From an optimization exercise on the open Yosys and OpenROAD flow, aimed at small area, a short achievable clock period and few clock cycles per item; shortcuts taken in it are not production practice.
Only simulation tests tie the RTL to the original design; equivalence was not proved.
No activity file was given, so power comes from the tool's default toggle rates.

==> inputs of run a <==
// rsdp_tag
module rsdp_tag (
   input          clk,
   input          rst,
   input          start,
   input          csel,
   input          ssel,
   input  [237:0] b,
   input  [237:0] a,
   input  [135:0] y,
   input  [135:0] x,
   input  [6:0]   e,
   output         ready,
   output         done,
   output [6:0]   u
);
clock: 8.0 ns
lec_check: 0
cap_margin: 20
core_margin: 2
core_utilization: 35
gpl_routability_driven: 0
setup_slack_margin: 4.7
slew_margin: 20
synth_hierarchical: 1
synth_minimum_keep_size: 0
standard.sh (not shown) runs the stock make flow with config.mk's settings and CLKGATE_MAP_FILE= SYNTH_SCRIPT=/design/flow/synth_recipe.tcl, a recipe that flattens the netlist after the stock synthesis.
==> flow/flow/run.sh <==
#!/bin/bash
# Standard ORFS layout (the standard.sh, unchanged synthesis), except:
# - the port buffers that global placement inserts are buf_1 cells instead of
#   the default delay buffers (every input and output port still gets one);
# - clock tree synthesis uses clkbuf_8 leaf buffers, clusters of up to 16
#   sinks and no dummy loads, which makes a smaller clock tree.
set -euo pipefail
export BUFFER_PORTS_ARGS="-buffer_cell sky130_fd_sc_hd__buf_1"
export CTS_ARGS="-sink_clustering_enable -repair_clock_nets -dont_use_dummy_load -buf_list {sky130_fd_sc_hd__clkbuf_8} -sink_clustering_size 16 -sink_clustering_max_diameter 100"
bash standard.sh > orfs_make.log 2>&1
==> run b: changes against run a <==
- PLACE_DENSITY: unset -> 0.7
- SETUP_SLACK_MARGIN: 4.7 -> 4.85
==> run c: changes against run a <==
- GPL_ROUTABILITY_DRIVEN: 0 -> unset
==> qor summary <==
quantity                                                    run a         run c         run b
Worst clock skew                                        0.0462 ns     0.0360 ns     0.0610 ns
Global-route wire length before repair                 112,000 µm    115,000 µm    111,000 µm
Clock group                                              0.718 mW      0.717 mW      0.724 mW
Setup Slack @ Placement                                   3.43 ns       3.25 ns       3.37 ns
Outcome                          no timing/DRC/antenna violations  no timing/DRC/antenna violations  no timing/DRC/antenna violations
Via count                                                  21,100        21,000        20,700
Critical register-to-register path endpoint           core.q2_0_0   core.q2_0_0    core.ur[4]
Crit-path max cell delay                                  0.69 ns       0.37 ns       0.55 ns
Fraction of power spent switching nets                      49.2%         49.4%         47.9%
Final non-filler cell total                                 3,618         3,623         3,627
Sum of net half-perimeters after detailed placement     66,400 µm     67,900 µm     66,700 µm
Fill cell instance count of the final layout                5,652         5,695         5,711
Capture point of the critical path                   core.q1_3_24  core.q1_5_16  core.q1_0_20
DRT Pass-1 Iters                                                5             6             5
Testbench counts of run a, summed over its fixed seeds: cycles 536, tags 512.
Testbench counts of run b, summed over its fixed seeds: cycles 536, tags 512.
Testbench counts of run c, summed over its fixed seeds: cycles 536, tags 512.

==> inputs of build 13 <==
rsdp_tag, a different RTL version from the one above (not shown whole).
==> flow/design.v (excerpt) <==
module rsdp_tag (
   input          clk,
   input          rst,
   input          start,
   input          csel,
   input          ssel,
   input  [237:0] b,
   input  [237:0] a,
   input  [135:0] y,
   input  [135:0] x,
   input  [6:0]   e,
   output         ready,
   output         done,
   output [6:0]   u
);
==> flow/config.mk <==
export PLATFORM = sky130hd
export DESIGN_NAME = rsdp_tag
export DESIGN_NICKNAME = rsdp_tag
export VERILOG_FILES = /design/flow/design.v
export SDC_FILE = /design/flow/constraint.sdc
export NUM_CORES = 4
export LEC_CHECK = 0
export CAP_MARGIN = 20
export CORE_MARGIN = 2
export CORE_UTILIZATION = 35
export SETUP_SLACK_MARGIN = 5
export SLEW_MARGIN = 20
export SYNTH_HIERARCHICAL = 1
export SYNTH_MINIMUM_KEEP_SIZE = 0
==> flow/constraint.sdc <==
create_clock -name core_clock -period 8.0 [get_ports {clk}]
set_input_delay 1.6000 -clock core_clock [delete_from_list [all_inputs] [get_ports {clk}]]
set_output_delay 1.6000 -clock core_clock [all_outputs]
set_load 0.01 [all_outputs]
==> flow/flow/run.sh <==
#!/bin/bash
# Standard ORFS layout (the standard.sh, unchanged synthesis), with the
# port buffers that global placement inserts made from buf_1 cells instead of
# the default delay buffers. Every input and output port still gets a buffer.
set -euo pipefail
export BUFFER_PORTS_ARGS="-buffer_cell sky130_fd_sc_hd__buf_1"
bash standard.sh > orfs_make.log 2>&1
==> build 92 (differences from build 13) <==
==> flow/flow/run.sh (replaced) <==
#!/bin/bash
# Standard ORFS layout (the standard.sh, unchanged synthesis), except:
# - the port buffers that global placement inserts are buf_1 cells instead of
#   the default delay buffers (every input and output port still gets one);
# - clock tree synthesis uses clkbuf_8 leaf buffers, clusters of up to 16
#   sinks and no dummy loads, which makes a smaller clock tree.
set -euo pipefail
export SETUP_SLACK_MARGIN=5.4
export BUFFER_PORTS_ARGS="-buffer_cell sky130_fd_sc_hd__buf_1"
export CTS_ARGS="-sink_clustering_enable -repair_clock_nets -dont_use_dummy_load -buf_list {sky130_fd_sc_hd__clkbuf_8} -sink_clustering_size 16 -sink_clustering_max_diameter 100"
bash standard.sh > orfs_make.log 2>&1
- SETUP_SLACK_MARGIN: 5 -> not set
==> trial 9 (differences from build 13) <==
==> flow/flow/run.sh (replaced) <==
#!/bin/bash
# Standard ORFS layout (the standard.sh, unchanged synthesis), except:
# - the port buffers that global placement inserts are buf_1 cells instead of
#   the default delay buffers (every input and output port still gets one);
# - clock tree synthesis uses clkbuf_8 leaf buffers, clusters of up to 16
#   sinks and no dummy loads, which makes a smaller clock tree.
set -euo pipefail
export BUFFER_PORTS_ARGS="-buffer_cell sky130_fd_sc_hd__buf_1"
export CTS_ARGS="-sink_clustering_enable -repair_clock_nets -dont_use_dummy_load -buf_list {sky130_fd_sc_hd__clkbuf_8} -sink_clustering_size 16 -sink_clustering_max_diameter 100"
bash standard.sh > orfs_make.log 2>&1
==> build 85 (differences from build 13) <==
==> flow/flow/run.sh (replaced) <==
#!/bin/bash
# Standard ORFS layout (the standard.sh, unchanged synthesis), except:
# - the port buffers that global placement inserts are buf_1 cells instead of
#   the default delay buffers (every input and output port still gets one);
# - clock tree synthesis uses clkbuf_8 leaf buffers, clusters of up to 20
#   sinks and no dummy loads, which makes a smaller clock tree.
set -euo pipefail
export BUFFER_PORTS_ARGS="-buffer_cell sky130_fd_sc_hd__buf_1"
export CTS_ARGS="-sink_clustering_enable -repair_clock_nets -dont_use_dummy_load -buf_list {sky130_fd_sc_hd__clkbuf_8 sky130_fd_sc_hd__clkbuf_16} -sink_clustering_size 20 -sink_clustering_max_diameter 60"
bash standard.sh > orfs_make.log 2>&1
==> notes.md <==
run status=finished clean; power share of the combinational group=0.786; headroom to the max-slew limit=0.5877; iteration-0 DRC count of the detailed router=690; net total in the final layout=3772; clock tree skew after final layout=0.05443 ns; share of the final layout cell area in multi-input gates=0.6230; Peak Freq=about 0.32 GHz; commonest non-fill, non-tap cell in the layout=mux2i_1; metal2 WL=44.80 mm
Source of the figures above: build 85

==> notes.md <==
clock network fraction of design power=0.042; total stage count of the critical path=5; headroom to the max-slew limit=0.5861; worst-path cell with the longest stage delay=fa_2; power share of the combinational group=0.811; metal2 WL=44.60 mm; run status=finished clean; commonest non-fill, non-tap cell in the layout=mux2i_1; net total in the final layout=3756; comb pwr=0.0142 W; iteration-0 DRC count of the detailed router=690; top area cells in the synthesized netlist=mux2i_1 37%, dfxtp_1 23%, fa_1 18%
Source of the figures above: trial 9

==> notes.md <==
headroom to the max-slew limit=0.5852; clock network fraction of design power=0.105; Peak Freq=0.3168 GHz; count of multi-input gates=approximately 1600; commonest non-fill, non-tap cell in the layout=mux2i_1; clock tree skew after final layout=0.02624 ns; net total in the final layout=about 3800; power share of the combinational group=0.755; share of the final layout cell area in multi-input gates=0.6153; Core Box Area=72710 um^2; run status=finished clean; routed length on met1=37.76 mm; metal2 WL=44.76 mm
Source of the figures above: build 13

==> notes.md <==
commonest non-fill, non-tap cell in the layout=buf_1; net total in the final layout=just under 4000; Peak Freq=0.3198 GHz; startpoint of the worst-slack reg-to-reg timing path=core.q2_2_0$_DFF_P_; largest registers=core.ur x7, vld x3; share of the final layout cell area in multi-input gates=0.6583; headroom to the max-slew limit=0.6158; run status=finished clean; clock tree skew after final layout=0.07966 ns; power share of the combinational group=0.818; iteration-0 DRC count of the detailed router=982; metal2 WL=50.54 mm
Source of the figures above: build 92

Testbench counts of build 13, summed over its fixed seeds: cycles 536, tags 512.
Testbench counts of build 92, summed over its fixed seeds: cycles 536, tags 512.
Testbench counts of trial 9, summed over its fixed seeds: cycles 536, tags 512.
Testbench counts of build 85, summed over its fixed seeds: cycles 536, tags 512.

==> nickel <==
rsdp_tag with an RTL version that a note above also has.
==> flow/config.mk <==
export PLATFORM = sky130hd
export DESIGN_NAME = rsdp_tag
export DESIGN_NICKNAME = rsdp_tag
export VERILOG_FILES = /design/flow/design.v
export SDC_FILE = /design/flow/constraint.sdc
export NUM_CORES = 4
export LEC_CHECK = 0
export CAP_MARGIN = 20
export CORE_MARGIN = 2
export CORE_UTILIZATION = 35
export GPL_ROUTABILITY_DRIVEN = 0
export SETUP_SLACK_MARGIN = 4.95
export SLEW_MARGIN = 20
export SYNTH_HIERARCHICAL = 1
export SYNTH_MINIMUM_KEEP_SIZE = 0
==> flow/constraint.sdc <==
create_clock -name core_clock -period 8.0 [get_ports {clk}]
set_input_delay 1.6000 -clock core_clock [delete_from_list [all_inputs] [get_ports {clk}]]
set_output_delay 1.6000 -clock core_clock [all_outputs]
set_load 0.01 [all_outputs]
==> flow/flow/run.sh <==
#!/bin/bash
# Standard ORFS layout (the standard.sh, unchanged synthesis), except:
# - the port buffers that global placement inserts are buf_1 cells instead of
#   the default delay buffers (every input and output port still gets one);
# - clock tree synthesis uses clkbuf_8 leaf buffers, clusters of up to 16
#   sinks and no dummy loads, which makes a smaller clock tree.
set -euo pipefail
export BUFFER_PORTS_ARGS="-buffer_cell sky130_fd_sc_hd__buf_1"
export CTS_ARGS="-sink_clustering_enable -repair_clock_nets -dont_use_dummy_load -buf_list {sky130_fd_sc_hd__clkbuf_8} -sink_clustering_size 16 -sink_clustering_max_diameter 100"
bash standard.sh > orfs_make.log 2>&1
==> cedar: changes against nickel <==
--- a/flow/config.mk
+++ b/flow/config.mk
@@ -9,6 +9,5 @@
 export CORE_MARGIN = 2
 export CORE_UTILIZATION = 35
-export GPL_ROUTABILITY_DRIVEN = 0
-export SETUP_SLACK_MARGIN = 4.95
+export SETUP_SLACK_MARGIN = 4.4
 export SLEW_MARGIN = 20
 export SYNTH_HIERARCHICAL = 1
==> notes.md <==
	cedar	nickel
Outcome	no timing/DRC/antenna violations	no timing/DRC/antenna violations
Total combinational power	0.0107 W	0.0135 W
Area of all placed cells without fillers	24800 um^2	26200 um^2
Final design utilization	42.2%	44.6%
Fin Clk Skew	0.0359 ns	0.0468 ns
Worst reg-to-reg setup slack	4.67 ns	4.89 ns
Buffers inserted by post-CTS timing repair	0	3
Filler Cells Inserted	5769	5583
Number of global-route vias before repair	20005	20095
Worst Path Buf+Inv	3	2
NetSw	0.00686 W	0.00790 W
Area growth syn-to-layout	20.0%	26.9%
Routed vias/inst	5.74	5.85
Switch share	49.9%	47.6%
Relative area of non-clock buffer cells in the final design	12.2%	12.5%
Testbench counts of nickel, summed over its fixed seeds: cycles 536, tags 512.
Testbench counts of cedar, summed over its fixed seeds: cycles 536, tags 512.

==> garnet: inputs <==
rsdp_tag again, from the RTL that the note above started with.
Settings: LEC_CHECK=0, CAP_MARGIN=20, CORE_MARGIN=2, CORE_UTILIZATION=35, SETUP_SLACK_MARGIN=4.85, SLEW_MARGIN=20, SYNTH_HIERARCHICAL=1, SYNTH_MINIMUM_KEEP_SIZE=0; clock period 8.0 ns.
Scripts as last shown in full above: flow/flow/run.sh
==> fjord (differences from garnet) <==
- PLACE_DENSITY: not set -> 0.75
- SETUP_SLACK_MARGIN: 4.85 -> 5
==> tundra (differences from garnet) <==
==> flow/flow/run.sh (replaced) <==
#!/bin/bash
# Standard ORFS layout (the standard.sh, unchanged synthesis), except:
# - the port buffers that global placement inserts are buf_1 cells instead of
#   the default delay buffers (every input and output port still gets one);
# - clock tree synthesis uses clkbuf_8 leaf buffers, clusters of up to 24
#   sinks and no dummy loads, which makes a smaller clock tree.
set -euo pipefail
export BUFFER_PORTS_ARGS="-buffer_cell sky130_fd_sc_hd__buf_1"
export CTS_ARGS="-sink_clustering_enable -repair_clock_nets -dont_use_dummy_load -buf_list {sky130_fd_sc_hd__clkbuf_8} -sink_clustering_size 24 -sink_clustering_max_diameter 50"
bash standard.sh > orfs_make.log 2>&1
- GPL_ROUTABILITY_DRIVEN: not set -> 0
==> onyx (differences from garnet) <==
- SETUP_SLACK_MARGIN: 4.85 -> 5
==> summary of the runs <==
Of onyx and garnet, garnet has the higher critical path depth (gap 2).
In synthesized cell count, onyx and tundra do not differ.
First-iteration DRC count, highest first: fjord, tundra, onyx, garnet.
In onyx the clock power is smaller than in fjord, by about 2%.
Against tundra, the clock skew of fjord is lower by 48 ps.
Flip-flop and latch count is the same in onyx and tundra.
The highest combinational power belongs to onyx, the lowest to tundra.
Fmax: onyx > fjord > tundra > garnet.
Testbench counts of garnet, summed over its fixed seeds: cycles 536, tags 512.
Testbench counts of fjord, summed over its fixed seeds: cycles 536, tags 512.
Testbench counts of tundra, summed over its fixed seeds: cycles 536, tags 512.
Testbench counts of onyx, summed over its fixed seeds: cycles 536, tags 512.

==> inputs of juniper <==
RTL: one of the versions met above, not the one the previous note started from.
clock: 8.0 ns
lec_check: 0
cap_margin: 20
core_margin: 2
core_utilization: 35
cts_buf_list: sky130_fd_sc_hd__clkbuf_8 sky130_fd_sc_hd__clkbuf_16
cts_cluster_diameter: 60
cts_cluster_size: 20
setup_slack_margin: 5
slew_margin: 20
synth_hierarchical: 1
synth_minimum_keep_size: 0
==> flow/flow/run.sh <==
#!/bin/bash
# Standard ORFS layout (the standard.sh, unchanged synthesis), with the
# port buffers that global placement inserts made from buf_1 cells instead of
# the default delay buffers. Every input and output port still gets a buffer.
set -euo pipefail
export BUFFER_PORTS_ARGS="-buffer_cell sky130_fd_sc_hd__buf_1"
bash standard.sh > orfs_make.log 2>&1
==> xenon: changes against juniper <==
==> flow/flow/run.sh (replaced) <==
#!/bin/bash
# Standard ORFS layout (the standard.sh, unchanged synthesis), except:
# - the port buffers that global placement inserts are buf_1 cells instead of
#   the default delay buffers (every input and output port still gets one);
# - clock tree synthesis uses clkbuf_8 leaf buffers, clusters of up to 24
#   sinks and no dummy loads, which makes a smaller clock tree.
set -euo pipefail
export BUFFER_PORTS_ARGS="-buffer_cell sky130_fd_sc_hd__buf_1"
export CTS_ARGS="-sink_clustering_enable -repair_clock_nets -dont_use_dummy_load -buf_list {sky130_fd_sc_hd__clkbuf_8} -sink_clustering_size 24 -sink_clustering_max_diameter 50"
bash standard.sh > orfs_make.log 2>&1
- CTS_BUF_LIST: sky130_fd_sc_hd__clkbuf_8 sky130_fd_sc_hd__clkbuf_16 -> not set
- CTS_CLUSTER_DIAMETER: 60 -> not set
- CTS_CLUSTER_SIZE: 20 -> not set
==> results.tsv <==
stage	metric	value	unit
final_layout	regArea	0.00596	mm²
global_route	grt_use_total	0.219	
status	outcome	complete, no violations	
final_layout	fillers	6859	
cts	ctsRootBufferMaster	clkbuf_16	
final_layout	multi_input_area_share	0.616	
detailed_routing	viasPerCell	4.88	
final_layout	buffers	818	
sta	fin_crit_sh	0.393	
final_layout	syn2layout_area_growth	23.0	%
(the above is from juniper)
==> results.tsv <==
stage	metric	value	unit
final_layout	syn2layout_area_growth	20.4	%
final_layout	inverters	2	
final_layout	multi_input_area_share	0.630	
yosys	synth_common_cells	952 x mux2i_1, 297 x dfxtp_1, 242 x xnor2_1	
cts	ctsRootBufferMaster	clkbuf_8	
detailed_routing	viasPerCell	4.89	
status	outcome	complete, no violations	
final_layout	regArea	0.00597	mm²
sta	fin_crit_sh	0.389	
global_route	grt_use_total	0.218	
final_layout	buffers	814	
(the above is from xenon)
Testbench counts of juniper, summed over its fixed seeds: cycles 536, tags 512.
Testbench counts of xenon, summed over its fixed seeds: cycles 536, tags 512.

afterwards: timing with drivers on the ports:
In the flow no input, the clock included, has a driving cell. The finished layouts below were timed again as built, in two steps. Step 1: set_driving_cell puts a clkbuf_16 on clk and a buf_2 on each other input, an assumption about the parent block. Step 2 adds t to the input delays and takes it off the output delays; t is the mean of the earliest and latest rising clock arrival at the registers after step 1. Input paths then give back, and output paths get back, about the clock's delay inside the block. Three values: ideal, step 1, step 2; two values: the first two.
run	t, ns	setup WS [ns]	worst hold slack (ns)	worst setup path at the end	slew at the worst register clock pin (ns)
run a	0.627	4.757 / 4.781 / 4.154	0.450 / 0.450 / 0.450	input to register	0.12 / 0.12
run b	0.635	4.742 / 4.773 / 4.139	0.451 / 0.451 / 0.451	input to register	0.11 / 0.11
run c	0.623	4.751 / 4.786 / 4.163	0.456 / 0.456 / 0.456	input to register	0.11 / 0.11
build 13	0.588	4.844 / 4.844 / 4.421	0.449 / 0.449 / 0.449	input to register	0.07 / 0.07
build 92	0.645	4.873 / 4.873 / 4.360	0.456 / 0.456 / 0.456	input to register	0.11 / 0.11
trial 9	0.640	4.910 / 4.910 / 4.359	0.459 / 0.459 / 0.459	input to register	0.12 / 0.12
build 85	0.573	4.880 / 4.880 / 4.451	0.445 / 0.445 / 0.445	input to register	0.08 / 0.08
nickel	0.633	4.869 / 4.889 / 4.256	0.450 / 0.450 / 0.450	input to register	0.12 / 0.12
cedar	0.621	4.440 / 4.473 / 3.852	0.457 / 0.457 / 0.457	input to register	0.11 / 0.11
garnet	0.623	4.797 / 4.816 / 4.193	0.457 / 0.457 / 0.457	input to register	0.11 / 0.11
fjord	0.647	4.855 / 4.822 / 4.175	0.444 / 0.444 / 0.444	input to register	0.11 / 0.11
tundra	0.676	4.813 / 4.828 / 4.152	0.433 / 0.433 / 0.433	input to register	0.11 / 0.11
onyx	0.629	4.922 / 4.892 / 4.263	0.456 / 0.456 / 0.456	input to register	0.11 / 0.11
juniper	0.591	4.855 / 4.855 / 4.393	0.449 / 0.449 / 0.449	input to register	0.08 / 0.08
xenon	0.623	4.887 / 4.887 / 4.394	0.445 / 0.445 / 0.445	input to register	0.09 / 0.09
After both steps setup and hold are still met in every run listed. For fjord, which loses most, drivers alone change the setup slack by -0.033 ns; drivers and shift together by -0.680 ns.
